From an optimization exercise on the open Yosys and OpenROAD flow, aimed at small area; shortcuts taken in it are not production practice.
RTL that was checked went through simulation tests only; none was proved equivalent to the original.
Function not checked in run 2: the RTL went through the layout flow alone.
No activity file was given, so power comes from the tool's default toggle rates.

## flow/area.abc

```
strash
&get -n
&fraig -x
&put
dc2
strash
&get -n
&deepsyn -T 100
&dch -f
&nf -R 1000
&put
strash
&get -n
&dch -f
&nf -R 1000
&put
```

## constraint.sdc

```tcl
create_clock -name core_clock -period 10.0 [get_ports {clk}]
set_input_delay 2.0000 -clock core_clock [delete_from_list [all_inputs] [get_ports {clk}]]
set_output_delay 2.0000 -clock core_clock [all_outputs]
set_load 0.01 [all_outputs]
```

## design.v

```verilog
module bpm_from_interval(input [7:0] b, output reg [12:0] reload);
	always @(*) begin
		case (b)
			8'd0: reload = 13'd6453;
			8'd1: reload = 13'd6453;
			8'd2: reload = 13'd6453;
			8'd3: reload = 13'd6453;
			8'd4: reload = 13'd6453;
			8'd5: reload = 13'd6453;
			8'd6: reload = 13'd6453;
			8'd7: reload = 13'd6453;
			8'd8: reload = 13'd6453;
			8'd9: reload = 13'd6453;
			8'd10: reload = 13'd6453;
			8'd11: reload = 13'd6453;
			8'd12: reload = 13'd6453;
			8'd13: reload = 13'd6453;
			8'd14: reload = 13'd6453;
			8'd15: reload = 13'd6453;
			8'd16: reload = 13'd6453;
			8'd17: reload = 13'd6453;
			8'd18: reload = 13'd6453;
			8'd19: reload = 13'd6453;
			8'd20: reload = 13'd6453;
			8'd21: reload = 13'd6453;
			8'd22: reload = 13'd6453;
			8'd23: reload = 13'd6453;
			8'd24: reload = 13'd6453;
			8'd25: reload = 13'd6453;
			8'd26: reload = 13'd6453;
			8'd27: reload = 13'd6453;
			8'd28: reload = 13'd6453;
			8'd29: reload = 13'd6453;
			8'd30: reload = 13'd6047;
			8'd31: reload = 13'd5681;
			8'd32: reload = 13'd5347;
			8'd33: reload = 13'd5041;
			8'd34: reload = 13'd4761;
			8'd35: reload = 13'd4503;
			8'd36: reload = 13'd4267;
			8'd37: reload = 13'd4047;
			8'd38: reload = 13'd3845;
			8'd39: reload = 13'd3658;
			8'd40: reload = 13'd3483;
			8'd41: reload = 13'd3322;
			8'd42: reload = 13'd3170;
			8'd43: reload = 13'd3029;
			8'd44: reload = 13'd2898;
			8'd45: reload = 13'd2774;
			8'd46: reload = 13'd2658;
			8'd47: reload = 13'd2551;
			8'd48: reload = 13'd2447;
			8'd49: reload = 13'd2352;
			8'd50: reload = 13'd2262;
			8'd51: reload = 13'd2176;
			8'd52: reload = 13'd2095;
			8'd53: reload = 13'd2020;
			8'd54: reload = 13'd1947;
			8'd55: reload = 13'd1878;
			8'd56: reload = 13'd1814;
			8'd57: reload = 13'd1753;
			8'd58: reload = 13'd1693;
			8'd59: reload = 13'd1639;
			8'd60: reload = 13'd1585;
			8'd61: reload = 13'd1535;
			8'd62: reload = 13'd1487;
			8'd63: reload = 13'd1442;
			8'd64: reload = 13'd1397;
			8'd65: reload = 13'd1356;
			8'd66: reload = 13'd1316;
			8'd67: reload = 13'd1278;
			8'd68: reload = 13'd1241;
			8'd69: reload = 13'd1206;
			8'd70: reload = 13'd1173;
			8'd71: reload = 13'd1141;
			8'd72: reload = 13'd1109;
			8'd73: reload = 13'd1080;
			8'd74: reload = 13'd1052;
			8'd75: reload = 13'd1024;
			8'd76: reload = 13'd998;
			8'd77: reload = 13'd973;
			8'd78: reload = 13'd948;
			8'd79: reload = 13'd925;
			8'd80: reload = 13'd903;
			8'd81: reload = 13'd880;
			8'd82: reload = 13'd860;
			8'd83: reload = 13'd839;
			8'd84: reload = 13'd820;
			8'd85: reload = 13'd801;
			8'd86: reload = 13'd783;
			8'd87: reload = 13'd765;
			8'd88: reload = 13'd748;
			8'd89: reload = 13'd731;
			8'd90: reload = 13'd716;
			8'd91: reload = 13'd700;
			8'd92: reload = 13'd686;
			8'd93: reload = 13'd671;
			8'd94: reload = 13'd656;
			8'd95: reload = 13'd644;
			8'd96: reload = 13'd630;
			8'd97: reload = 13'd617;
			8'd98: reload = 13'd605;
			8'd99: reload = 13'd594;
			8'd100: reload = 13'd581;
			8'd101: reload = 13'd570;
			8'd102: reload = 13'd559;
			8'd103: reload = 13'd549;
			8'd104: reload = 13'd538;
			8'd105: reload = 13'd528;
			8'd106: reload = 13'd518;
			8'd107: reload = 13'd509;
			8'd108: reload = 13'd499;
			8'd109: reload = 13'd490;
			8'd110: reload = 13'd482;
			8'd111: reload = 13'd473;
			8'd112: reload = 13'd465;
			8'd113: reload = 13'd457;
			8'd114: reload = 13'd448;
			8'd115: reload = 13'd441;
			8'd116: reload = 13'd434;
			8'd117: reload = 13'd426;
			8'd118: reload = 13'd419;
			8'd119: reload = 13'd413;
			8'd120: reload = 13'd405;
			8'd121: reload = 13'd399;
			8'd122: reload = 13'd392;
			8'd123: reload = 13'd386;
			8'd124: reload = 13'd380;
			8'd125: reload = 13'd374;
			8'd126: reload = 13'd368;
			8'd127: reload = 13'd363;
			8'd128: reload = 13'd357;
			8'd129: reload = 13'd351;
			8'd130: reload = 13'd346;
			8'd131: reload = 13'd341;
			8'd132: reload = 13'd335;
			8'd133: reload = 13'd331;
			8'd134: reload = 13'd326;
			8'd135: reload = 13'd321;
			8'd136: reload = 13'd316;
			8'd137: reload = 13'd312;
			8'd138: reload = 13'd307;
			8'd139: reload = 13'd303;
			8'd140: reload = 13'd299;
			8'd141: reload = 13'd294;
			8'd142: reload = 13'd291;
			8'd143: reload = 13'd286;
			8'd144: reload = 13'd283;
			8'd145: reload = 13'd278;
			8'd146: reload = 13'd275;
			8'd147: reload = 13'd271;
			8'd148: reload = 13'd267;
			8'd149: reload = 13'd264;
			8'd150: reload = 13'd261;
			8'd151: reload = 13'd257;
			8'd152: reload = 13'd253;
			8'd153: reload = 13'd251;
			8'd154: reload = 13'd247;
			8'd155: reload = 13'd244;
			8'd156: reload = 13'd241;
			8'd157: reload = 13'd238;
			8'd158: reload = 13'd234;
			8'd159: reload = 13'd232;
			8'd160: reload = 13'd229;
			8'd161: reload = 13'd227;
			8'd162: reload = 13'd223;
			8'd163: reload = 13'd221;
			8'd164: reload = 13'd218;
			8'd165: reload = 13'd215;
			8'd166: reload = 13'd213;
			8'd167: reload = 13'd211;
			8'd168: reload = 13'd207;
			8'd169: reload = 13'd206;
			8'd170: reload = 13'd203;
			8'd171: reload = 13'd200;
			8'd172: reload = 13'd199;
			8'd173: reload = 13'd196;
			8'd174: reload = 13'd194;
			8'd175: reload = 13'd191;
			8'd176: reload = 13'd190;
			8'd177: reload = 13'd187;
			8'd178: reload = 13'd185;
			8'd179: reload = 13'd183;
			8'd180: reload = 13'd181;
			8'd181: reload = 13'd180;
			8'd182: reload = 13'd177;
			8'd183: reload = 13'd175;
			8'd184: reload = 13'd173;
			8'd185: reload = 13'd172;
			8'd186: reload = 13'd170;
			8'd187: reload = 13'd167;
			8'd188: reload = 13'd167;
			8'd189: reload = 13'd164;
			8'd190: reload = 13'd162;
			8'd191: reload = 13'd161;
			8'd192: reload = 13'd160;
			8'd193: reload = 13'd157;
			8'd194: reload = 13'd156;
			8'd195: reload = 13'd155;
			8'd196: reload = 13'd152;
			8'd197: reload = 13'd152;
			8'd198: reload = 13'd149;
			8'd199: reload = 13'd149;
			8'd200: reload = 13'd147;
			8'd201: reload = 13'd145;
			8'd202: reload = 13'd144;
			8'd203: reload = 13'd142;
			8'd204: reload = 13'd141;
			8'd205: reload = 13'd140;
			8'd206: reload = 13'd138;
			8'd207: reload = 13'd137;
			8'd208: reload = 13'd136;
			8'd209: reload = 13'd134;
			8'd210: reload = 13'd134;
			8'd211: reload = 13'd131;
			8'd212: reload = 13'd131;
			8'd213: reload = 13'd130;
			8'd214: reload = 13'd128;
			8'd215: reload = 13'd127;
			8'd216: reload = 13'd126;
			8'd217: reload = 13'd124;
			8'd218: reload = 13'd124;
			8'd219: reload = 13'd122;
			8'd220: reload = 13'd121;
			8'd221: reload = 13'd121;
			8'd222: reload = 13'd119;
			8'd223: reload = 13'd118;
			8'd224: reload = 13'd117;
			8'd225: reload = 13'd116;
			8'd226: reload = 13'd115;
			8'd227: reload = 13'd114;
			8'd228: reload = 13'd113;
			8'd229: reload = 13'd111;
			8'd230: reload = 13'd111;
			8'd231: reload = 13'd110;
			8'd232: reload = 13'd109;
			8'd233: reload = 13'd109;
			8'd234: reload = 13'd107;
			8'd235: reload = 13'd106;
			8'd236: reload = 13'd105;
			8'd237: reload = 13'd105;
			8'd238: reload = 13'd103;
			8'd239: reload = 13'd103;
			8'd240: reload = 13'd102;
			8'd241: reload = 13'd101;
			8'd242: reload = 13'd100;
			8'd243: reload = 13'd100;
			8'd244: reload = 13'd98;
			8'd245: reload = 13'd98;
			8'd246: reload = 13'd97;
			8'd247: reload = 13'd96;
			8'd248: reload = 13'd95;
			8'd249: reload = 13'd95;
			8'd250: reload = 13'd94;
			8'd251: reload = 13'd93;
			8'd252: reload = 13'd92;
			8'd253: reload = 13'd92;
			8'd254: reload = 13'd7842;
			8'd255: reload = 13'd7842;
			default: reload = 13'd0;
		endcase
	end
endmodule
`timescale 1ns / 1ps
module bpmcalculator(
	input wire clk,
	input wire rst,
	input wire tick,
	input wire beat,
	output wire [7:0] bpm_out
	);
	parameter STARTING_BPM = 8'd80;
	parameter DEFAULT_BPM  = 8'd80;
	reg [7:0]  b;
	reg [12:0] d;
	reg [7:0]  buf0, buf1, buf2, buf3;
	reg        prev_beat;
	wire [12:0] reload;
	wire [7:0] bm1 = b - 8'd1;
	bpm_from_interval bfi (.b(bm1), .reload(reload));
	wire early   = (b == 8'd0) | (b[7:1] == 7'h7F);    
	wire dflt    = (b == 8'd29);
	wire timeout = dflt & (d == 13'd0);
	wire [7:0] counted_bpm = dflt ? DEFAULT_BPM : b;
	wire event_  = timeout | (beat & ~prev_beat & ~early);
	wire [9:0] bpm_sum = ({2'b00, buf0} + {2'b00, buf1}) + ({2'b00, buf2} + {2'b00, buf3});
	assign bpm_out = bpm_sum[9:2];
	always @(posedge clk) begin
		if (rst) begin
			buf0 <= STARTING_BPM;
			buf1 <= STARTING_BPM;
			buf2 <= STARTING_BPM;
			buf3 <= STARTING_BPM;
			b <= 8'd0;
			d <= 13'd7842;
			prev_beat <= 0;
		end else if (tick) begin
			if (event_) begin
				buf0 <= counted_bpm;
				buf1 <= buf0;
				buf2 <= buf1;
				buf3 <= buf2;
				prev_beat <= 1;
				b <= 8'd0;
				d <= 13'd7842;
			end else begin
				prev_beat <= beat;
				if (d == 13'd0) begin
					b <= bm1;
					d <= reload;
				end else
					d <= d - 13'd1;
			end
		end
	end
endmodule
`timescale 1ns / 1ps
module beatmaker(
	input clk,
	input rst,
	input [15:0] accel_z,
	input accel_valid,
	input [2:0] cls,        
	output reg beat
	);
	wire signed [15:0] a = accel_z;
	wire new_gt = a > 16'sd10000;
	wire new_lt = a < 16'sd10000;
	wire old_gt = (cls == 3'd3);
	wire old_lt = cls[2] | ~cls[1];
	reg xing;
	always @(posedge clk) begin
		if (rst) begin
			beat <= 0;
			xing <= 0;
		end else begin
			xing <= accel_valid & ((new_gt & old_lt) | (new_lt & old_gt));
			if (xing)
				beat <= ~beat;
		end
	end
endmodule
module BPM_lut(input [7:0] bpm, output reg [7:0] half);
	always @(*) begin
		case (bpm)
			8'd0: half = 8'd166;
			8'd1: half = 8'd166;
			8'd2: half = 8'd166;
			8'd3: half = 8'd166;
			8'd4: half = 8'd166;
			8'd5: half = 8'd166;
			8'd6: half = 8'd166;
			8'd7: half = 8'd166;
			8'd8: half = 8'd166;
			8'd9: half = 8'd166;
			8'd10: half = 8'd166;
			8'd11: half = 8'd166;
			8'd12: half = 8'd166;
			8'd13: half = 8'd166;
			8'd14: half = 8'd166;
			8'd15: half = 8'd166;
			8'd16: half = 8'd166;
			8'd17: half = 8'd166;
			8'd18: half = 8'd166;
			8'd19: half = 8'd166;
			8'd20: half = 8'd166;
			8'd21: half = 8'd166;
			8'd22: half = 8'd166;
			8'd23: half = 8'd166;
			8'd24: half = 8'd166;
			8'd25: half = 8'd166;
			8'd26: half = 8'd166;
			8'd27: half = 8'd166;
			8'd28: half = 8'd166;
			8'd29: half = 8'd166;
			8'd30: half = 8'd166;
			8'd31: half = 8'd161;
			8'd32: half = 8'd156;
			8'd33: half = 8'd151;
			8'd34: half = 8'd147;
			8'd35: half = 8'd143;
			8'd36: half = 8'd139;
			8'd37: half = 8'd135;
			8'd38: half = 8'd131;
			8'd39: half = 8'd128;
			8'd40: half = 8'd125;
			8'd41: half = 8'd122;
			8'd42: half = 8'd119;
			8'd43: half = 8'd116;
			8'd44: half = 8'd113;
			8'd45: half = 8'd111;
			8'd46: half = 8'd108;
			8'd47: half = 8'd106;
			8'd48: half = 8'd104;
			8'd49: half = 8'd102;
			8'd50: half = 8'd100;
			8'd51: half = 8'd98;
			8'd52: half = 8'd96;
			8'd53: half = 8'd94;
			8'd54: half = 8'd92;
			8'd55: half = 8'd91;
			8'd56: half = 8'd89;
			8'd57: half = 8'd87;
			8'd58: half = 8'd86;
			8'd59: half = 8'd84;
			8'd60: half = 8'd83;
			8'd61: half = 8'd82;
			8'd62: half = 8'd80;
			8'd63: half = 8'd79;
			8'd64: half = 8'd78;
			8'd65: half = 8'd77;
			8'd66: half = 8'd76;
			8'd67: half = 8'd74;
			8'd68: half = 8'd73;
			8'd69: half = 8'd72;
			8'd70: half = 8'd71;
			8'd71: half = 8'd70;
			8'd72: half = 8'd69;
			8'd73: half = 8'd68;
			8'd74: half = 8'd67;
			8'd75: half = 8'd66;
			8'd76: half = 8'd66;
			8'd77: half = 8'd65;
			8'd78: half = 8'd64;
			8'd79: half = 8'd63;
			8'd80: half = 8'd62;
			8'd81: half = 8'd61;
			8'd82: half = 8'd61;
			8'd83: half = 8'd60;
			8'd84: half = 8'd59;
			8'd85: half = 8'd59;
			8'd86: half = 8'd58;
			8'd87: half = 8'd57;
			8'd88: half = 8'd57;
			8'd89: half = 8'd56;
			8'd90: half = 8'd55;
			8'd91: half = 8'd55;
			8'd92: half = 8'd54;
			8'd93: half = 8'd54;
			8'd94: half = 8'd53;
			8'd95: half = 8'd52;
			8'd96: half = 8'd52;
			8'd97: half = 8'd51;
			8'd98: half = 8'd51;
			8'd99: half = 8'd50;
			8'd100: half = 8'd50;
			8'd101: half = 8'd49;
			8'd102: half = 8'd49;
			8'd103: half = 8'd48;
			8'd104: half = 8'd48;
			8'd105: half = 8'd47;
			8'd106: half = 8'd47;
			8'd107: half = 8'd46;
			8'd108: half = 8'd46;
			8'd109: half = 8'd46;
			8'd110: half = 8'd45;
			8'd111: half = 8'd45;
			8'd112: half = 8'd44;
			8'd113: half = 8'd44;
			8'd114: half = 8'd44;
			8'd115: half = 8'd43;
			8'd116: half = 8'd43;
			8'd117: half = 8'd42;
			8'd118: half = 8'd42;
			8'd119: half = 8'd42;
			8'd120: half = 8'd41;
			8'd121: half = 8'd41;
			8'd122: half = 8'd41;
			8'd123: half = 8'd40;
			8'd124: half = 8'd40;
			8'd125: half = 8'd40;
			8'd126: half = 8'd39;
			8'd127: half = 8'd39;
			8'd128: half = 8'd39;
			8'd129: half = 8'd39;
			8'd130: half = 8'd38;
			8'd131: half = 8'd38;
			8'd132: half = 8'd38;
			8'd133: half = 8'd37;
			8'd134: half = 8'd37;
			8'd135: half = 8'd37;
			8'd136: half = 8'd37;
			8'd137: half = 8'd36;
			8'd138: half = 8'd36;
			8'd139: half = 8'd36;
			8'd140: half = 8'd35;
			8'd141: half = 8'd35;
			8'd142: half = 8'd35;
			8'd143: half = 8'd35;
			8'd144: half = 8'd34;
			8'd145: half = 8'd34;
			8'd146: half = 8'd34;
			8'd147: half = 8'd34;
			8'd148: half = 8'd34;
			8'd149: half = 8'd33;
			8'd150: half = 8'd33;
			8'd151: half = 8'd33;
			8'd152: half = 8'd33;
			8'd153: half = 8'd32;
			8'd154: half = 8'd32;
			8'd155: half = 8'd32;
			8'd156: half = 8'd32;
			8'd157: half = 8'd32;
			8'd158: half = 8'd31;
			8'd159: half = 8'd31;
			8'd160: half = 8'd31;
			8'd161: half = 8'd31;
			8'd162: half = 8'd31;
			8'd163: half = 8'd30;
			8'd164: half = 8'd30;
			8'd165: half = 8'd30;
			8'd166: half = 8'd30;
			8'd167: half = 8'd30;
			8'd168: half = 8'd30;
			8'd169: half = 8'd29;
			8'd170: half = 8'd29;
			8'd171: half = 8'd29;
			8'd172: half = 8'd29;
			8'd173: half = 8'd29;
			8'd174: half = 8'd28;
			8'd175: half = 8'd28;
			8'd176: half = 8'd28;
			8'd177: half = 8'd28;
			8'd178: half = 8'd28;
			8'd179: half = 8'd28;
			8'd180: half = 8'd28;
			8'd181: half = 8'd27;
			8'd182: half = 8'd27;
			8'd183: half = 8'd27;
			8'd184: half = 8'd27;
			8'd185: half = 8'd27;
			8'd186: half = 8'd27;
			8'd187: half = 8'd26;
			8'd188: half = 8'd26;
			8'd189: half = 8'd26;
			8'd190: half = 8'd26;
			8'd191: half = 8'd26;
			8'd192: half = 8'd26;
			8'd193: half = 8'd26;
			8'd194: half = 8'd26;
			8'd195: half = 8'd25;
			8'd196: half = 8'd25;
			8'd197: half = 8'd25;
			8'd198: half = 8'd25;
			8'd199: half = 8'd25;
			8'd200: half = 8'd25;
			8'd201: half = 8'd25;
			8'd202: half = 8'd25;
			8'd203: half = 8'd24;
			8'd204: half = 8'd24;
			8'd205: half = 8'd24;
			8'd206: half = 8'd24;
			8'd207: half = 8'd24;
			8'd208: half = 8'd24;
			8'd209: half = 8'd24;
			8'd210: half = 8'd24;
			8'd211: half = 8'd23;
			8'd212: half = 8'd23;
			8'd213: half = 8'd23;
			8'd214: half = 8'd23;
			8'd215: half = 8'd23;
			8'd216: half = 8'd23;
			8'd217: half = 8'd23;
			8'd218: half = 8'd23;
			8'd219: half = 8'd23;
			8'd220: half = 8'd22;
			8'd221: half = 8'd22;
			8'd222: half = 8'd22;
			8'd223: half = 8'd22;
			8'd224: half = 8'd22;
			8'd225: half = 8'd22;
			8'd226: half = 8'd22;
			8'd227: half = 8'd22;
			8'd228: half = 8'd22;
			8'd229: half = 8'd22;
			8'd230: half = 8'd21;
			8'd231: half = 8'd21;
			8'd232: half = 8'd21;
			8'd233: half = 8'd21;
			8'd234: half = 8'd21;
			8'd235: half = 8'd21;
			8'd236: half = 8'd21;
			8'd237: half = 8'd21;
			8'd238: half = 8'd21;
			8'd239: half = 8'd21;
			8'd240: half = 8'd21;
			8'd241: half = 8'd20;
			8'd242: half = 8'd20;
			8'd243: half = 8'd20;
			8'd244: half = 8'd20;
			8'd245: half = 8'd20;
			8'd246: half = 8'd20;
			8'd247: half = 8'd20;
			8'd248: half = 8'd20;
			8'd249: half = 8'd20;
			8'd250: half = 8'd20;
			8'd251: half = 8'd20;
			8'd252: half = 8'd20;
			8'd253: half = 8'd20;
			8'd254: half = 8'd19;
			8'd255: half = 8'd19;
			default: half = 8'd0;
		endcase
	end
endmodule
 module BPM_prescaler(CLK, RST, TICK, BPM, slowCLK, slowRise);
	input CLK;
	input RST;
	input TICK;	 
	output slowRise;	 
	input [7:0] BPM;
	output reg slowCLK;
	wire [7:0] half;
	BPM_lut U1 (BPM, half);
	reg [7:0] counter;
	wire [7:0] counter_inc = counter + 8'd1;
	wire wrap = (counter_inc >= half);
	assign slowRise = !RST && TICK && !slowCLK && wrap;
	always @ (posedge CLK) begin
		if (RST) begin
			counter <= 0;
			slowCLK <= 0;
		end else if (TICK) begin
			counter <= counter_inc;
			if (wrap) begin
				counter <= 0;
				slowCLK <= ~slowCLK;
			end
		end
	end
endmodule
module  duration_lut (input [3:0] lookup, input [1:0] mode, output reg [15:0] duration, output reg [15:0] on_limit);
	always @(*) begin
		case (lookup)
			4'd0: duration = 16'd1000;
			4'd1: duration = 16'd1500;
			4'd2: duration = 16'd2000;
			4'd3: duration = 16'd3000;
			4'd4: duration = 16'd4500;
			4'd5: duration = 16'd6000;
			4'd6: duration = 16'd9000;
			4'd7: duration = 16'd12000;
			4'd8: duration = 16'd18000;
			4'd9: duration = 16'd24000;
			4'd10: duration = 16'd48000;
			4'd11: duration = 16'd1000;
			4'd12: duration = 16'd1000;
			4'd13: duration = 16'd1000;
			4'd14: duration = 16'd1000;
			4'd15: duration = 16'd1000;
		endcase
		case ({mode[1], mode[0], lookup})
			6'd0: on_limit = 16'd875;
			6'd1: on_limit = 16'd1375;
			6'd2: on_limit = 16'd1875;
			6'd3: on_limit = 16'd2875;
			6'd4: on_limit = 16'd4375;
			6'd5: on_limit = 16'd5750;
			6'd6: on_limit = 16'd8750;
			6'd7: on_limit = 16'd11625;
			6'd8: on_limit = 16'd17500;
			6'd9: on_limit = 16'd23375;
			6'd10: on_limit = 16'd46875;
			6'd11: on_limit = 16'd875;
			6'd12: on_limit = 16'd875;
			6'd13: on_limit = 16'd875;
			6'd14: on_limit = 16'd875;
			6'd15: on_limit = 16'd875;
			6'd16: on_limit = 16'd714;
			6'd17: on_limit = 16'd1122;
			6'd18: on_limit = 16'd1530;
			6'd19: on_limit = 16'd2346;
			6'd20: on_limit = 16'd3570;
			6'd21: on_limit = 16'd4692;
			6'd22: on_limit = 16'd7140;
			6'd23: on_limit = 16'd9486;
			6'd24: on_limit = 16'd14280;
			6'd25: on_limit = 16'd19074;
			6'd26: on_limit = 16'd38250;
			6'd27: on_limit = 16'd714;
			6'd28: on_limit = 16'd714;
			6'd29: on_limit = 16'd714;
			6'd30: on_limit = 16'd714;
			6'd31: on_limit = 16'd714;
			6'd32: on_limit = 16'd1000;
			6'd33: on_limit = 16'd1500;
			6'd34: on_limit = 16'd2000;
			6'd35: on_limit = 16'd3000;
			6'd36: on_limit = 16'd4500;
			6'd37: on_limit = 16'd6000;
			6'd38: on_limit = 16'd9000;
			6'd39: on_limit = 16'd12000;
			6'd40: on_limit = 16'd18000;
			6'd41: on_limit = 16'd24000;
			6'd42: on_limit = 16'd48000;
			6'd43: on_limit = 16'd1000;
			6'd44: on_limit = 16'd1000;
			6'd45: on_limit = 16'd1000;
			6'd46: on_limit = 16'd1000;
			6'd47: on_limit = 16'd1000;
			default: on_limit = 16'd0;
		endcase
	end
endmodule
module timing_controller (CLK, RST, TICK, BPM, MODE, NOTE, START, EN, DONE);
	input 				 CLK; 	 
	input 				 RST; 	 
	input 				 TICK; 	 
	input [1:0]		   MODE;		 
	input [3:0]			NOTE;		 
	input 			  START;     
	input [7:0] 	 	 BPM;		 
	output reg 			  EN;		 
	output reg 			DONE;		 
	wire [15:0] DURATION, ON_LIMIT;
	reg [15:0] counter;
	duration_lut dur_lut_blk (NOTE, MODE, DURATION, ON_LIMIT);
	wire slowCLK, slowRise;
	BPM_prescaler bpm_pre_blk (CLK, RST, TICK, BPM, slowCLK, slowRise);
	wire at_end = (counter == DURATION);
	wire on = (counter <= ON_LIMIT);
	always @ (posedge CLK) begin
		if (RST) begin
			EN 	  <= 1;
			counter <= 0;
			DONE 	  <= 0;
		end else if (slowRise && START) begin
			DONE <= at_end;
			counter <= at_end ? 16'd0 : counter + 16'd1;
			if (on)
				EN <= 1;
			else if (!MODE[1])
				EN <= 0;
		end
	end
endmodule
module sin_lut (input [5:0] lookup, output [7:0] value);
	wire [4:0] idx = lookup[4:0];
	wire [4:0] j = lookup[4] ? (5'd0 - idx) : idx;     
	reg [6:0] q;
	always @(*) begin
		case (j)
			5'd0:  q = 7'd0;
			5'd1:  q = 7'd12;
			5'd2:  q = 7'd24;
			5'd3:  q = 7'd37;
			5'd4:  q = 7'd48;
			5'd5:  q = 7'd60;
			5'd6:  q = 7'd70;
			5'd7:  q = 7'd80;
			5'd8:  q = 7'd90;
			5'd9:  q = 7'd98;
			5'd10: q = 7'd106;
			5'd11: q = 7'd112;
			5'd12: q = 7'd117;
			5'd13: q = 7'd122;
			5'd14: q = 7'd125;
			5'd15: q = 7'd126;
			default: q = 7'd127;
		endcase
	end
	wire zero = (idx == 5'd0);
	assign value = zero ? 8'd128 : {~lookup[5], q ^ {7{lookup[5]}}};
endmodule
module tone_lut64 (input [5:0] tone, output reg [13:0] sixty_fourth_period);
	always @(*) begin
		case (tone)
			6'd0: sixty_fourth_period = 14'd11945;
			6'd1: sixty_fourth_period = 14'd11945;
			6'd2: sixty_fourth_period = 14'd11275;
			6'd3: sixty_fourth_period = 14'd10642;
			6'd4: sixty_fourth_period = 14'd10045;
			6'd5: sixty_fourth_period = 14'd9481;
			6'd6: sixty_fourth_period = 14'd8949;
			6'd7: sixty_fourth_period = 14'd8446;
			6'd8: sixty_fourth_period = 14'd7972;
			6'd9: sixty_fourth_period = 14'd7525;
			6'd10: sixty_fourth_period = 14'd7103;
			6'd11: sixty_fourth_period = 14'd6704;
			6'd12: sixty_fourth_period = 14'd6328;
			6'd13: sixty_fourth_period = 14'd5973;
			6'd14: sixty_fourth_period = 14'd5638;
			6'd15: sixty_fourth_period = 14'd5321;
			6'd16: sixty_fourth_period = 14'd5022;
			6'd17: sixty_fourth_period = 14'd4741;
			6'd18: sixty_fourth_period = 14'd4475;
			6'd19: sixty_fourth_period = 14'd4223;
			6'd20: sixty_fourth_period = 14'd3986;
			6'd21: sixty_fourth_period = 14'd3763;
			6'd22: sixty_fourth_period = 14'd3552;
			6'd23: sixty_fourth_period = 14'd3352;
			6'd24: sixty_fourth_period = 14'd3164;
			6'd25: sixty_fourth_period = 14'd2987;
			6'd26: sixty_fourth_period = 14'd2819;
			6'd27: sixty_fourth_period = 14'd2661;
			6'd28: sixty_fourth_period = 14'd2511;
			6'd29: sixty_fourth_period = 14'd2370;
			6'd30: sixty_fourth_period = 14'd2237;
			6'd31: sixty_fourth_period = 14'd2112;
			6'd32: sixty_fourth_period = 14'd1993;
			6'd33: sixty_fourth_period = 14'd1882;
			6'd34: sixty_fourth_period = 14'd1776;
			6'd35: sixty_fourth_period = 14'd1676;
			6'd36: sixty_fourth_period = 14'd1582;
			6'd37: sixty_fourth_period = 14'd1493;
			6'd38: sixty_fourth_period = 14'd1410;
			6'd39: sixty_fourth_period = 14'd1331;
			6'd40: sixty_fourth_period = 14'd1256;
			6'd41: sixty_fourth_period = 14'd1185;
			6'd42: sixty_fourth_period = 14'd1119;
			6'd43: sixty_fourth_period = 14'd1056;
			6'd44: sixty_fourth_period = 14'd997;
			6'd45: sixty_fourth_period = 14'd941;
			6'd46: sixty_fourth_period = 14'd888;
			6'd47: sixty_fourth_period = 14'd838;
			6'd48: sixty_fourth_period = 14'd791;
			6'd49: sixty_fourth_period = 14'd791;
			6'd50: sixty_fourth_period = 14'd791;
			6'd51: sixty_fourth_period = 14'd791;
			6'd52: sixty_fourth_period = 14'd791;
			6'd53: sixty_fourth_period = 14'd791;
			6'd54: sixty_fourth_period = 14'd791;
			6'd55: sixty_fourth_period = 14'd791;
			6'd56: sixty_fourth_period = 14'd791;
			6'd57: sixty_fourth_period = 14'd791;
			6'd58: sixty_fourth_period = 14'd791;
			6'd59: sixty_fourth_period = 14'd791;
			6'd60: sixty_fourth_period = 14'd791;
			6'd61: sixty_fourth_period = 14'd791;
			6'd62: sixty_fourth_period = 14'd791;
			6'd63: sixty_fourth_period = 14'd791;
		endcase
	end
endmodule
module pwm (input CLK, input RST, input [7:0] duty, input [3:0] VOL, output P);
	reg [11:0] cnt;
	reg [7:0] x;
	reg [3:0] r;
	reg [3:0] vm1;           
	wire last = (cnt == 12'h800);
	wire fb = cnt[11] ^ cnt[10] ^ cnt[9] ^ cnt[3] ^ (cnt[10:0] == 11'd0);
	wire step = (r == 4'd0);
	assign P = |x;
	always @ (posedge CLK) begin
		if (RST) begin
			cnt <= 0;
			x <= 0;
		end else begin
			cnt <= {cnt[10:0], fb};
			if (last)
				x <= (VOL == 4'd0) ? 8'd0 : duty;
			else if (step && P)
				x <= x - 8'd1;
		end
	end
	always @ (posedge CLK) begin
		if (last) begin
			r <= VOL - 4'd1;
			vm1 <= VOL - 4'd1;
		end else
			r <= step ? vm1 : r - 4'd1;
	end
endmodule
module tone(CLK, RST, TONE, EN, VOL, P);
	input 				 CLK;		 
	input 				 RST;		 
	input 		[5:0] TONE; 	 
	input					  EN;		 
	input			[3:0]  VOL;		 
	output 					P;		 
	reg [5:0] lookup_value;		 
	wire [13:0] 	 period;			 
	wire [7:0] 	  duty_cmp;
	reg [13:0] 		counter;			 
	parameter TONE_MAX = 6'd48;
	pwm pwm_block (CLK, RST, duty_cmp, VOL, P);
	tone_lut64 tone_lut_block (TONE, period);
	sin_lut sin_lut_block (lookup_value, duty_cmp);
	always @(posedge CLK) begin
		if (RST) begin
			counter <= 0;
			lookup_value <= 0;
		end else if (EN && (VOL != 4'h0) && (TONE != 6'd0 && TONE <= TONE_MAX)) begin
			counter <= counter + 14'd1;
			if (counter >= period) begin
				counter <= 14'd0;
				lookup_value <= lookup_value + 6'd1;
			end
		end
	end
endmodule
module byte_to_BCD(input [7:0] bin, output reg [11:0] BCD);
   reg [19:0] shift;
   integer i;
   always @(*)
   begin
      shift[19:8] = 0;
      shift[7:0] = bin;
      for (i=0; i<8; i=i+1) begin
         if (shift[11:8] >= 5)
            shift[11:8] = shift[11:8] + 3;
         if (shift[15:12] >= 5)
            shift[15:12] = shift[15:12] + 3;
         if (shift[19:16] >= 5)
            shift[19:16] = shift[19:16] + 3;
         shift = shift << 1;
      end
		BCD[11:0] = shift[19:8];
   end
endmodule
module bcdtoseg(input [3:0] dig, output [6:0] nseg);
	assign nseg =
		(dig == 4'd0) ? ~7'b1111110 :
		(dig == 4'd1) ? ~7'b0110000 :
		(dig == 4'd2) ? ~7'b1101101 :
		(dig == 4'd3) ? ~7'b1111001 :
		(dig == 4'd4) ? ~7'b0110011 :
		(dig == 4'd5) ? ~7'b1011011 :
		(dig == 4'd6) ? ~7'b1011111 :
		(dig == 4'd7) ? ~7'b1110000 :
		(dig == 4'd8) ? ~7'b1111111 :
		(dig == 4'd9) ? ~7'b1111011 :
		(dig == 4'hF) ? ~7'b1100111 :	 
		~7'b0000000;
endmodule
module display(CLK, RST, BPM, PLAY, SEGA, SEGD);
	input 			CLK;		 
	input 			RST;		 
	input [7:0]		BPM;		 
	input 		  PLAY;		 
	output reg [3:0] 	SEGA; 		 
	output [7:0] 	SEGD; 		    
	wire [11:0] BCD;
	reg [3:0]			CURRENT_DIG; 
	byte_to_BCD btb_blk (BPM, BCD);
	bcdtoseg seg_disp_blk (CURRENT_DIG, SEGD[7:1]);
	assign SEGD[0] = 1;
	reg [14:0] wave;
	reg [1:0]  quart;
	wire qend = (wave == 15'h18CA);
	wire last = qend & (&quart);            
	wire [1:0] q = quart + {1'b0, qend};
	always @(posedge CLK) begin
		if (RST) begin
			wave <= 15'h0001;
			quart <= 2'd0;
			SEGA <= 4'b1111;
			CURRENT_DIG <= 4'h0;
		end else begin
			wave <= qend ? 15'h0001 : {wave[13:0], wave[14] ^ wave[13]};
			quart <= q;
			if (!last) begin
				case (q)
					2'd0: begin
						SEGA <= PLAY ? 4'b1111 : 4'b1110;
						CURRENT_DIG <= PLAY ? 4'h0 : 4'hF;
					end
					2'd1: begin SEGA <= 4'b1101; CURRENT_DIG <= BCD[11:8]; end
					2'd2: begin SEGA <= 4'b1011; CURRENT_DIG <= BCD[7:4]; end
					default: begin SEGA <= 4'b0111; CURRENT_DIG <= BCD[3:0]; end
				endcase
			end
		end
	end
endmodule
`timescale 1ns / 1ps
module double_thermometer(
	input clk,
	input rst,
	input [15:0] accel_z,
	input accel_valid,
	output reg [2:0] cls,
	output wire [7:0] out
	);
	wire signed [15:0] a = accel_z;
	reg [2:0] ncls;
	always @(*) begin
		if (a == 16'd0)            ncls = 3'd0;
		else if (a[15:13] == 3'b101) ncls = 3'd4;
		else if (a[15:13] == 3'b110) ncls = 3'd5;
		else if (a[15:13] == 3'b111) ncls = 3'd6;
		else if (a > 16'sd10000)   ncls = 3'd3;
		else if (a == 16'sd10000)  ncls = 3'd2;
		else                       ncls = 3'd1;
	end
	always @(posedge clk) begin
		if (rst)
			cls <= 3'd0;
		else if (accel_valid)
			cls <= ncls;
	end
	wire z = (cls == 3'd0);
	assign out = {~cls[2] & (cls[1] | cls[0]), cls == 3'd4, cls == 3'd5, z, z, 2'b00, cls[2] & cls[1]};
endmodule
`timescale 1ns / 1ps
module audio_core(
	input clk,          
	input rst,          
	input tick,         
	input tick_1m,      
	input [15:0] accel_z,     
	input accel_valid,        
	output wire beat,   
	output [7:0] LED,   
	input PB_PLY, 	     
	input [3:0]  VOL,	  
	output P,		     
	output [3:0] SEGA,  
	output [7:0] SEGD,  
	output [7:0] BPM,   
	input [15:0] DATA,	  
	output note_req,      
	output song_end       
	);
	wire [1:0] MODE;
	wire [3:0] NOTE;
	wire [5:0] TONE;
	wire       DONE;
	wire       EN;
	reg PLAY;
	reg LATCH_PB_PLY;
	always @(posedge clk) begin
		if (rst) begin
			PLAY <= 0;
			LATCH_PB_PLY <= 0;
		end else begin
			if (PB_PLY && ~LATCH_PB_PLY)
				PLAY <= ~PLAY;
			LATCH_PB_PLY <= PB_PLY;
		end
	end
	wire cmd = DATA[15] & DATA[14];
	assign MODE     = cmd ? 2'b00 : DATA[15:14];
	assign NOTE     = cmd ? 4'b0  : DATA[3:0];
	assign TONE     = DATA[13:8];
	assign song_end = PLAY && cmd && (DATA[7:0] == 0);
	assign note_req = DONE & PLAY;
	wire [2:0] acls;
	double_thermometer LED_display (
		.clk(clk), .rst(rst), .accel_z(accel_z), .accel_valid(accel_valid),
		.cls(acls), .out(LED));
	beatmaker bm (
		.clk(clk), .rst(rst), .accel_z(accel_z), .accel_valid(accel_valid),
		.cls(acls), .beat(beat));
	bpmcalculator bpmcalc (
		.clk(clk), .rst(rst), .tick(tick), .beat(beat), .bpm_out(BPM));
	timing_controller timing_ctrl_blk (clk, rst, tick_1m, BPM, MODE, NOTE, PLAY, EN, DONE);
	display  disp_blk (clk, rst, BPM, PLAY, SEGA, SEGD);
	tone     tone_blk (clk, rst, TONE, EN & PLAY, VOL, P);
endmodule
```

## standard.sh

```bash
#!/bin/bash
# synth_recipe.tcl (not shown) runs the flow's synth.tcl, then flattens the netlist and writes it again
# the make line also repeats each setting of config.mk as NAME=value (left out here)
make -C /OpenROAD-flow-scripts/flow DESIGN_CONFIG=/design/flow/config.mk WORK_HOME=/design/flow/orfs CLKGATE_MAP_FILE= SYNTH_SCRIPT=/design/flow/synth_recipe.tcl "${@:-finish}"
```

## config.mk

```make
export PLATFORM = sky130hd
export DESIGN_NAME = audio_core
export DESIGN_NICKNAME = audio_core
export VERILOG_FILES = /design/flow/design.v
export SDC_FILE = /design/flow/constraint.sdc
export NUM_CORES = 4
export LEC_CHECK = 0
export CAP_MARGIN = 5
export CORE_MARGIN = 2
export CORE_UTILIZATION = 35
export CTS_BUF_LIST = sky130_fd_sc_hd__clkbuf_4 sky130_fd_sc_hd__clkbuf_8
export GPL_TIMING_DRIVEN = 0
export PLACE_DENSITY = 0.55
export SLEW_MARGIN = 5
```

## flow/run.sh

```bash
#!/bin/bash
# The standard layout (standard.sh) with these changes:
#  - synthesis: Yosys's abc step, which maps the logic between the registers
#    to cells, runs flow/area.abc (ABC's area-oriented mapping with area
#    recovery) instead of ORFS's script, and adders are not first cut out into
#    half/full-adder cells (ADDER_MAP_FILE empty), so that ABC maps them with
#    the rest. The synthesis is otherwise synth_recipe.tcl as it is, so the
#    registers, their names and their cells are the standard synthesis's.
#  - placement: every input and output port still gets a buffer, but a buf_1
#    (BUFFER_PORTS_ARGS) rather than the delay buffer buffer_ports picks.
#  - clock tree: no dummy loads (CTS_ARGS: the standard arguments and the
#    buffer list, with -dont_use_dummy_load).
# Every other step is the standard one. Make's output goes to flow_make.log,
# each step's log to orfs/logs/.
set -euo pipefail
W=$(pwd)
F=$W/flow
# synthesis script: an abc wrapper put in front of synth_recipe.tcl
{
	echo "proc abc {args} {"
	echo "  set i [lsearch -exact \$args -script]"
	echo "  if {\$i >= 0} { lset args [expr {\$i + 1}] {$F/area.abc} }"
	echo "  yosys abc {*}\$args"
	echo "}"
	cat "$W/synth_recipe.tcl"
} > "$W/area_synth.tcl"
# standard.sh with the synthesis script replaced and the extra settings
EXTRA="ADDER_MAP_FILE= 'BUFFER_PORTS_ARGS=-buffer_cell sky130_fd_sc_hd__buf_1'"
sed "s#SYNTH_SCRIPT=[^ ]*#SYNTH_SCRIPT=$W/area_synth.tcl $EXTRA#" "$W/standard.sh" > "$W/area_standard.sh"
grep -q "SYNTH_SCRIPT=$W/area_synth.tcl ADDER_MAP_FILE=" "$W/area_standard.sh"
export CTS_ARGS="-sink_clustering_enable -repair_clock_nets -buf_list {sky130_fd_sc_hd__clkbuf_8} -sink_clustering_size 30 -sink_clustering_max_diameter 120 -dont_use_dummy_load"
bash "$W/area_standard.sh" "${@:-finish}" > "$W/flow_make.log" 2>&1
```

==> results of run 1 <==
==> where the power goes <==
part / total (mW) / leakage, nW / switching [mW] / internal (mW)
Sequential: 0.680 / 1.31 / 0.0167 / 0.663
Combinational: 0.189 / 3.07 / 0.116 / 0.0731
Clock: 0.355 / 0.122 / 0.205 / 0.150
Total: 1.22 / 4.50 / 0.338 / 0.886
==> final cells by class <==
cell class | instances | area [µm²] | share of cell area
timing repair buffer | 80 | 410 | 0.0321
buffer | 5 | 37.5 | 0.00294
sequential | 161 | 3260 | 0.255
clock buffer | 17 | 234 | 0.0183
tap | 442 | 553 | 0.0432
multi-input combinational | 1469 | 8180 | 0.640
inverter | 25 | 105 | 0.00822
==> stage by stage <==
step                power, mW  utilization  std cells
global route             1.30        0.395       2199
CTS                      1.24        0.391       2194
global placement        0.879        0.380       2171
floorplan               0.820            -       1659
finish                   1.22        0.395       2199
detailed placement      0.882        0.384       2177
==> cells by family (layout without fill, tap and decap cells) <==
family          after synthesis  after routing  share of synthesized area
simple gates                813            813                      0.324
compound gates              549            549                      0.298
flops                       161            161                      0.285
xor+xnor                     83             84                     0.0634
buf+inv                      30            127                     0.0115
fa+ha+maj                    14             14                     0.0122
mux                           6              6                    0.00535
other cells                   2              3                   0.000655
==> layer usage <==
layer  part of all wire  track usage  vias to the layer above
met1               0.44        0.270                     5801
li1                   -            -                     6336
met3              0.086       0.0407                      119
met5                  0            0                        -
met4              0.035       0.0994                        0
met2               0.44        0.321                      657
==> cell usage after synthesis, types with 5 or more instances <==
master	count
a221oi_1	13
nor2_1	255
and3_1	22
or3_1	18
nor3b_1	6
maj3_1	14
nand2_1	241
o31ai_1	6
nor4_1	13
o21ai_0	159
mux2i_1	5
a22oi_1	25
or4_1	5
buf_4	5
a211oi_1	25
nand3b_1	5
nand3_1	44
o22ai_1	24
a2111oi_0	5
nor2b_1	33
a311oi_1	14
a32oi_1	6
or2_0	21
xnor2_1	58
a31oi_1	30
and2_0	37
a21oi_1	151
a22o_1	5
nor3_1	77
dfxtp_1	157
nand4_1	11
xor2_1	25
o211ai_1	15
a21o_1	9
clkinv_1	25
o221a_1	5
o21a_1	9
nand2b_1	22
==> state kept, by name (all words and copies together), names as in the netlist, 2 cells and up <==
name,flops
LED_display.cls,3
tone_blk.pwm_block.cnt,12
bpmcalc.buf3,8
tone_blk.lookup_value,6
disp_blk.wave,15
bpmcalc.buf0,8
bpmcalc.b,8
disp_blk.SEGA,4
tone_blk.pwm_block.r,4
tone_blk.counter,14
disp_blk.quart,2
disp_blk.CURRENT_DIG,4
bpmcalc.buf2,8
timing_ctrl_blk.counter,16
tone_blk.pwm_block.vm1,4
timing_ctrl_blk.bpm_pre_blk.counter,8
tone_blk.pwm_block.x,8
bpmcalc.d,13
bpmcalc.buf1,8
==> placed cells by master (no fill, tap or decap), types with 9 or more instances in the layout <==
cell type | synthesis | layout
o22ai_1 | 24 | 24
nand2_1 | 241 | 241
a221oi_1 | 13 | 13
buf_1 | 0 | 68
nand2b_1 | 22 | 22
a211oi_1 | 25 | 25
nor4_1 | 13 | 13
or3_1 | 18 | 18
maj3_1 | 14 | 14
nand4_1 | 11 | 11
o21ai_0 | 159 | 157
a311oi_1 | 14 | 14
xor2_1 | 25 | 24
or2_0 | 21 | 21
a22oi_1 | 25 | 25
nor2b_1 | 33 | 33
clkinv_1 | 25 | 21
o21a_1 | 9 | 9
clkbuf_8 | 0 | 17
and2_0 | 37 | 36
nor3_1 | 77 | 77
nor2_1 | 255 | 253
nand3_1 | 44 | 44
dfxtp_1 | 157 | 157
and3_1 | 22 | 22
a21o_1 | 9 | 9
xnor2_1 | 58 | 53
a21oi_1 | 151 | 149
a31oi_1 | 30 | 30
o211ai_1 | 15 | 15
==> worst max-delay path, delay by kind of cell, from the launching register on <==
kind / cells / cell delay [ps]
AO/OA/AOI/OAI: 7 / 1430
XOR/XNOR: 3 / 1020
flip-flops: 1 / 330
AND/OR/NAND/NOR: 20 / 3830
buffers and inverters: 2 / 640
adder cells (fa/ha/maj): 4 / 1670
==> what timing repair did <==
action,CTS,global route
endpoints found under the setup margin,1,7
resized for setup,1,14
buffers inserted,0,3
gates cloned,0,1
==> final timing paths <==
kind / from / endpoint / slack [ps]
worst min register to register: tone_blk.pwm_block.cnt[4]$_SDFF_PP0_ / tone_blk.pwm_block.cnt[5]$_SDFF_PP0_ / 440
worst max register to register: bpmcalc.buf2[0]$_SDFFE_PP0P_ / timing_ctrl_blk.counter[15]$_SDFFE_PP0P_ / 950
worst min-delay path: tone_blk.pwm_block.cnt[4]$_SDFF_PP0_ / tone_blk.pwm_block.cnt[5]$_SDFF_PP0_ / 440
worst max-delay path: bpmcalc.buf2[0]$_SDFFE_PP0P_ / timing_ctrl_blk.counter[15]$_SDFFE_PP0P_ / 950
==> results.json, run 1 <==
{
  "status": "no timing/DRC/antenna violations",
  "vias_per_cell": 5.87,
  "die_y_um": 185,
  "post-dp-hpwl_mm": 26.0,
  "syn_area_um2": 11500,
  "tightest_slew_ps": 1270,
  "synthArstFlopShare": 0,
  "grt_max_degree": 45,
  "cp.required_ps": 10300,
  "finalNetCount": 1801,
  "cts_inserted_buffers": 17,
  "crit_path_end_kind": "register",
  "start_kind": "register",
  "ys_warn_count": 15,
  "synth.distinct_cells": 62,
  "cts_hold_buffers": 0,
  "min_period_ps": 9050,
  "cts_max_level": 4,
  "ys_seq_area_frac": 0.285,
  "setup_violations": 0,
  "syn_to_final_growth_pct": 11.5,
  "hold_class": "register to register",
  "io_pins": 74,
  "die_x_um": 185,
  "rr_worst_depth": 36,
  "diodes": 0,
  "wl_per_cell_um": 16.3,
  "path_max_fanout": 14,
  "place_congestion": 0.969,
  "drtAntennaViolNets": 0,
  "yosys.area.top_type": "dfxtp_1",
  "rows": 66,
  "power.leakage_nw": 4.50,
  "pre_cts_slack_ps": 36.2,
  "dr.pass1.iters": 6,
  "synth.top_cell.area_share": 0.274,
  "slew_headroom": 0.155,
  "grt_antenna_before_repair": 0,
  "cts_sinks": 161,
  "crit_top_cell": "and3_1",
  "nFillCells": 3421,
  "synth_ff_type": "dfxtp_1",
  "fin_ws_ps": 952,
  "cts_tree": "built",
  "portBuffers": 70,
  "ctsLongestPathBuffers": 2,
  "grt_setup_unrepaired": "false",
  "synth_edf_count": 4,
  "slew_violations": 0,
  "period_share": 0.905,
  "wl_mm": 35.9,
  "place_area_um2": 12400,
  "ys_ff_latch": 161,
  "whs_path_depth": 1,
  "max-vdd-ir-drop_v": 0.0000679,
  "post-route-drc-count": 0,
  "fin_hold_ws_ps": 440,
  "fin_skew_ps": 44.0,
  "hold_violations": 0,
  "vias": 12900,
  "cts-root-buf": "clkbuf_8",
  "synthCells": 1658,
  "drtIter0Drc": 1387,
  "grt_pass1_vias": 11700,
  "final_area_um2": 12800,
  "clk_pin_slew_worst_paths_ps": 100,
  "die_area_um2": 34200,
  "max_freq_mhz": 111,
  "grt_pass1_wl_mm": 57.7,
  "initial_utilization": 0.354,
  "grt_usage": 0.205,
  "drive_gt1_frac": 0.0285,
  "core_um2": 32400,
  "clkLatencyLatePin_ps": 470,
  "drv_cap": 0,
  "powerDensity_nw_per_um2": 95.7,
  "crit_arrival_ps": 9350,
  "critPathMaxStageDelay_ps": 570,
  "setup_tns_ps": 0,
  "crit_slowest_cell": "xnor2_2",
  "synthTopCellsByArea": "dfxtp_1, nor2_1, nand2_1, o21ai_0, a21oi_1",
  "overflow": 0,
  "worst-setup-path-type": "register to register",
  "postSynthAreaPerCell_um2": 6.92
}
==> run 2, diff against run 1 <==
--- a/design.v
+++ b/design.v
@@ -928,7 +928,7 @@
 	input 			RST;		 
 	input [7:0]		BPM;		 
 	input 		  PLAY;		 
-	output reg [3:0] 	SEGA; 		 
+	output [3:0] 	SEGA; 		 
 	output [7:0] 	SEGD; 		    
 	wire [11:0] BCD;
 	reg [3:0]			CURRENT_DIG; 
@@ -940,24 +940,29 @@
 	wire qend = (wave == 15'h18CA);
 	wire last = qend & (&quart);            
 	wire [1:0] q = quart + {1'b0, qend};
+	reg play_d, held;
+	assign SEGA = held ? 4'b0111 :
+	              (quart == 2'd0) ? {3'b111, play_d} :
+	              (quart == 2'd1) ? 4'b1101 :
+	              (quart == 2'd2) ? 4'b1011 : 4'b0111;
 	always @(posedge CLK) begin
 		if (RST) begin
 			wave <= 15'h0001;
 			quart <= 2'd0;
-			SEGA <= 4'b1111;
+			play_d <= 1'b1;
+			held <= 1'b0;
 			CURRENT_DIG <= 4'h0;
 		end else begin
 			wave <= qend ? 15'h0001 : {wave[13:0], wave[14] ^ wave[13]};
 			quart <= q;
+			play_d <= PLAY;
+			held <= last;
 			if (!last) begin
 				case (q)
-					2'd0: begin
-						SEGA <= PLAY ? 4'b1111 : 4'b1110;
-						CURRENT_DIG <= PLAY ? 4'h0 : 4'hF;
-					end
-					2'd1: begin SEGA <= 4'b1101; CURRENT_DIG <= BCD[11:8]; end
-					2'd2: begin SEGA <= 4'b1011; CURRENT_DIG <= BCD[7:4]; end
-					default: begin SEGA <= 4'b0111; CURRENT_DIG <= BCD[3:0]; end
+					2'd0:    CURRENT_DIG <= PLAY ? 4'h0 : 4'hF;
+					2'd1:    CURRENT_DIG <= BCD[11:8];
+					2'd2:    CURRENT_DIG <= BCD[7:4];
+					default: CURRENT_DIG <= BCD[3:0];
 				endcase
 			end
 		end
--- a/flow/run.sh
+++ b/flow/run.sh
@@ -6,6 +6,8 @@
 #    half/full-adder cells (ADDER_MAP_FILE empty), so that ABC maps them with
 #    the rest. The synthesis is otherwise synth_recipe.tcl as it is, so the
 #    registers, their names and their cells are the standard synthesis's.
+#  - the buffers synthesis puts between a net and each further output port it
+#    drives (insbuf) are buf_1 rather than buf_4 (MIN_BUF_CELL_AND_PORTS).
 #  - placement: every input and output port still gets a buffer, but a buf_1
 #    (BUFFER_PORTS_ARGS) rather than the delay buffer buffer_ports picks.
 #  - clock tree: no dummy loads (CTS_ARGS: the standard arguments and the
@@ -25,8 +27,8 @@
 	cat "$W/synth_recipe.tcl"
 } > "$W/area_synth.tcl"
 # standard.sh with the synthesis script replaced and the extra settings
-EXTRA="ADDER_MAP_FILE= 'BUFFER_PORTS_ARGS=-buffer_cell sky130_fd_sc_hd__buf_1'"
+EXTRA="ADDER_MAP_FILE= 'BUFFER_PORTS_ARGS=-buffer_cell sky130_fd_sc_hd__buf_1' 'MIN_BUF_CELL_AND_PORTS=sky130_fd_sc_hd__buf_1 A X'"
 sed "s#SYNTH_SCRIPT=[^ ]*#SYNTH_SCRIPT=$W/area_synth.tcl $EXTRA#" "$W/standard.sh" > "$W/area_standard.sh"
 grep -q "SYNTH_SCRIPT=$W/area_synth.tcl ADDER_MAP_FILE=" "$W/area_standard.sh"
-export CTS_ARGS="-sink_clustering_enable -repair_clock_nets -buf_list {sky130_fd_sc_hd__clkbuf_8} -sink_clustering_size 30 -sink_clustering_max_diameter 120 -dont_use_dummy_load"
+export CTS_ARGS="-sink_clustering_enable -repair_clock_nets -buf_list {sky130_fd_sc_hd__clkbuf_4 sky130_fd_sc_hd__clkbuf_8} -dont_use_dummy_load"
 bash "$W/area_standard.sh" "${@:-finish}" > "$W/flow_make.log" 2>&1
--- a/config.mk
+++ b/config.mk
@@ -5,10 +5,10 @@
 export SDC_FILE = /design/flow/constraint.sdc
 export NUM_CORES = 4
 export LEC_CHECK = 0
-export CAP_MARGIN = 5
+export CAP_MARGIN = 10
 export CORE_MARGIN = 2
 export CORE_UTILIZATION = 35
 export CTS_BUF_LIST = sky130_fd_sc_hd__clkbuf_4 sky130_fd_sc_hd__clkbuf_8
 export GPL_TIMING_DRIVEN = 0
 export PLACE_DENSITY = 0.55
-export SLEW_MARGIN = 5
+export SLEW_MARGIN = 10
==> run 2 against run 1 <==
Effect of this change:
- still clean
- worst setup slack worse by 290 ps
- synthesized cell count is 1.1% higher
- routed wire length is 1.4% lower
- first-iteration DRC count is 2.2% lower
- critical endpoint unchanged
==> results.json, run 2 <==
{
  "post-dp-hpwl_mm": 25.3,
  "power.leakage_nw": 4.41,
  "max_freq_mhz": 107,
  "die_x_um": 185,
  "rows": 66,
  "min_period_ps": 9330,
  "nFillCells": 3459,
  "cp.required_ps": 10370,
  "largestRegisters": "timing_ctrl_blk.counter x16, disp_blk.wave x15, tone_blk.counter x14",
  "cts_max_level": 4,
  "postSynthAreaPerCell_um2": 6.85,
  "slew_violations": 0,
  "wl_per_cell_um": 16.0,
  "wl_mm": 35.3,
  "crit_path_end_kind": "register",
  "synth.distinct_cells": 61,
  "ys_ff_latch": 159,
  "dr.pass1.iters": 5,
  "place_congestion": 0.968,
  "synth_common_cells": "nor2_1, nand2_1, a21oi_1, dfxtp_1, o21ai_0",
  "crit_arrival_ps": 9710,
  "grt_antenna_before_repair": 0,
  "final_cell_mix": "nor2_1, nand2_1, a21oi_1",
  "synth_ff_type": "dfxtp_1",
  "pre_cts_slack_ps": -652,
  "cts_sinks": 159,
  "fin_ws_ps": 665,
  "overflow": 0,
  "critPathMaxStageDelay_ps": 440,
  "slew_headroom": 0.199,
  "grt_usage": 0.203,
  "yosysMostFrequentCell": "nor2_1",
  "clk_pin_slew_worst_paths_ps": 80,
  "synthArstFlopShare": 0,
  "grt_pass1_wl_mm": 57.8,
  "tightest_slew_ps": 1200,
  "powerDensity_nw_per_um2": 236,
  "synth_edf_count": 4,
  "die_area_um2": 34200,
  "yosys.area.top_type": "dfxtp_1",
  "synthCells": 1676,
  "io_pins": 74,
  "crit_slowest_cell": "maj3_1",
  "crit_top_cell": "maj3_1",
  "final_area_um2": 12800,
  "post-route-drc-count": 0,
  "portBuffers": 70,
  "drtAntennaViolNets": 0,
  "core_um2": 32400,
  "ctsLongestPathBuffers": 2,
  "ys_warn_count": 15,
  "cts_tree": "built",
  "ys_seq_area_frac": 0.281,
  "start_kind": "register",
  "largest_register_ffs": 16,
  "vias_per_cell": 5.80,
  "cts-root-buf": "clkbuf_8",
  "cpLargestDelayFamily": "simple AND/OR/NAND/NOR gates",
  "finalNetCount": 1817,
  "grt_pass1_vias": 11600,
  "die_y_um": 185,
  "period_share": 0.933,
  "path_max_fanout": 9,
  "syn_to_final_growth_pct": 11.6,
  "cts_inserted_buffers": 17,
  "setup_violations": 0,
  "place_area_um2": 12400,
  "fin_skew_ps": 41.3,
  "drive_gt1_frac": 0.0316,
  "top_register": "timing_ctrl_blk.counter",
  "synth.top_cell.area_share": 0.270,
  "diodes": 0,
  "drv_cap": 0,
  "max-vdd-ir-drop_v": 0.000238,
  "syn_area_um2": 11500,
  "clkLatencyLatePin_ps": 450,
  "worstHoldStart": "disp_blk.wave[1]$_SDFF_PP0_",
  "regToRegStartpoint": "bpmcalc.buf3[0]$_SDFFE_PP0P_",
  "grt_max_degree": 45,
  "cp_num_buf_inv": 1,
  "hold_violations": 0,
  "drtIter0Drc": 1357,
  "initial_utilization": 0.354,
  "crit_start": "bpmcalc.buf3[0]$_SDFFE_PP0P_",
  "synthTopCellsByArea": "dfxtp_1, a21oi_1, nor2_1, nand2_1, o21ai_0",
  "vias": 12800,
  "worst-setup-path-type": "register to register",
  "hold_class": "register to register",
  "status": "no timing/DRC/antenna violations",
  "mostFrequentLayoutCell": "nor2_1"
}
-- run 2: changes by cell type after synthesis, sizes merged, moves of 5 or more --
cell and change:
nor2 -13, a31oi +7, a221oi -9, a22oi -9
nor3 +18, o21ai -22, xor2 +16, a21o -6
a311oi -8, o221a -5, o21a +5, o211ai -5
a21oi +42
-- run 2: final timing paths --
path / endpoint / slack, ps / depth (start not counted)
max: timing_ctrl_blk.counter[15]$_SDFFE_PP0P_ / 670 / 42
min: disp_blk.wave[2]$_SDFF_PP0_ / 450 / 1
max reg2reg: timing_ctrl_blk.counter[15]$_SDFFE_PP0P_ / 670 / 42
min reg2reg: disp_blk.wave[2]$_SDFF_PP0_ / 450 / 1
-- run 2: metrics by stage --
step                 util  hold slack, ps  setup TNS (ps)  instances  power (mW)
global route        0.396             461           -1.18       2215        3.26
finish              0.396             449               0       2215        3.02
global placement    0.380             440           -5310       2189        2.50
detailed placement  0.384             448           -2400       2193        2.51
floorplan               -             422               0       1677        2.02
CTS                 0.392             453               0       2210        2.89
-- run 2: final cells by class --
cell class	count	area, µm²	area share
timing repair buffer	79	385	0.0301
tap	442	553	0.0432
sequential	159	3230	0.252
multi-input combinational	1487	8290	0.647
buffer	5	18.8	0.00146
inverter	26	105	0.00820
clock buffer	17	234	0.0183
-- run 2: logic make-up (layout without fill, tap and decap cells) --
logic type / count (synthesis) / in the layout / synth area share
and+or+nand+nor: 824 / 824 / 0.332
AOI/OAI and AO/OA: 544 / 544 / 0.286
DFF: 159 / 159 / 0.281
xor gates and xnor gates: 96 / 96 / 0.0733
buffers and inverters: 31 / 127 / 0.0101
adders and majority gates: 18 / 18 / 0.0157
other: 2 / 3 / 0.000654
muxes: 2 / 2 / 0.00185
-- run 2: timing repair --
action / in CTS / in global routing
resized for setup: 8 / 24
pin swaps: 0 / 4
gates cloned: 0 / 0
hold buffers: 0 / 0
setup buffers: 0 / 5
setup endpoints to repair: 6 / 14
-- run 2: routing by layer --
layer | track usage | part of all wire
met3 | 0.0269 | 0.062
met2 | 0.325 | 0.45
met1 | 0.281 | 0.47
met5 | 0 | 0
met4 | 0.0695 | 0.026
-- run 2: power by group --
group          leakage, nW  switching, mW  internal, mW
sequential            1.29         0.0494         0.666
clock                0.122          0.210         0.151
combinational         2.99           1.26         0.682
-- run 2: worst reg2reg max path: cells and delay by family, from the launching register on --
| kind | cells | cell delay, ps |
|---|---|---|
| simple gates | 19 | 3640 |
| fa+ha+maj | 6 | 2400 |
| compound gates | 14 | 2340 |
| xor+xnor | 2 | 410 |
| flops | 1 | 330 |
| buf+inv | 1 | 150 |

static timing again, ports no longer ideal:
The results above use ideal ports. As a check the final layouts listed here were re-extracted and re-timed, cells and wires unchanged. Step 1 assumes that a clkbuf_16 drives the clock port and a buf_2 every other input. Step 2 moves the port delays by t, midway between the first and last clock arrival at a register: inputs arrive t later, outputs are due t later. That takes back most of the time a late clock gives input paths. Slacks: ideal ports / drivers / drivers and shift; pairs: ideal ports / drivers.
| run | t (ns) | setup slack, ns | worst hold slack (ns) |
|---|---|---|---|
| run 1 | 0.496 | 0.952 / 0.952 / 0.952 | 0.440 / 0.440 / 0.440 |
| run 2 | 0.474 | 0.665 / 0.665 / 0.665 | 0.449 / 0.449 / 0.449 |
After both steps every run listed still meets setup and hold.
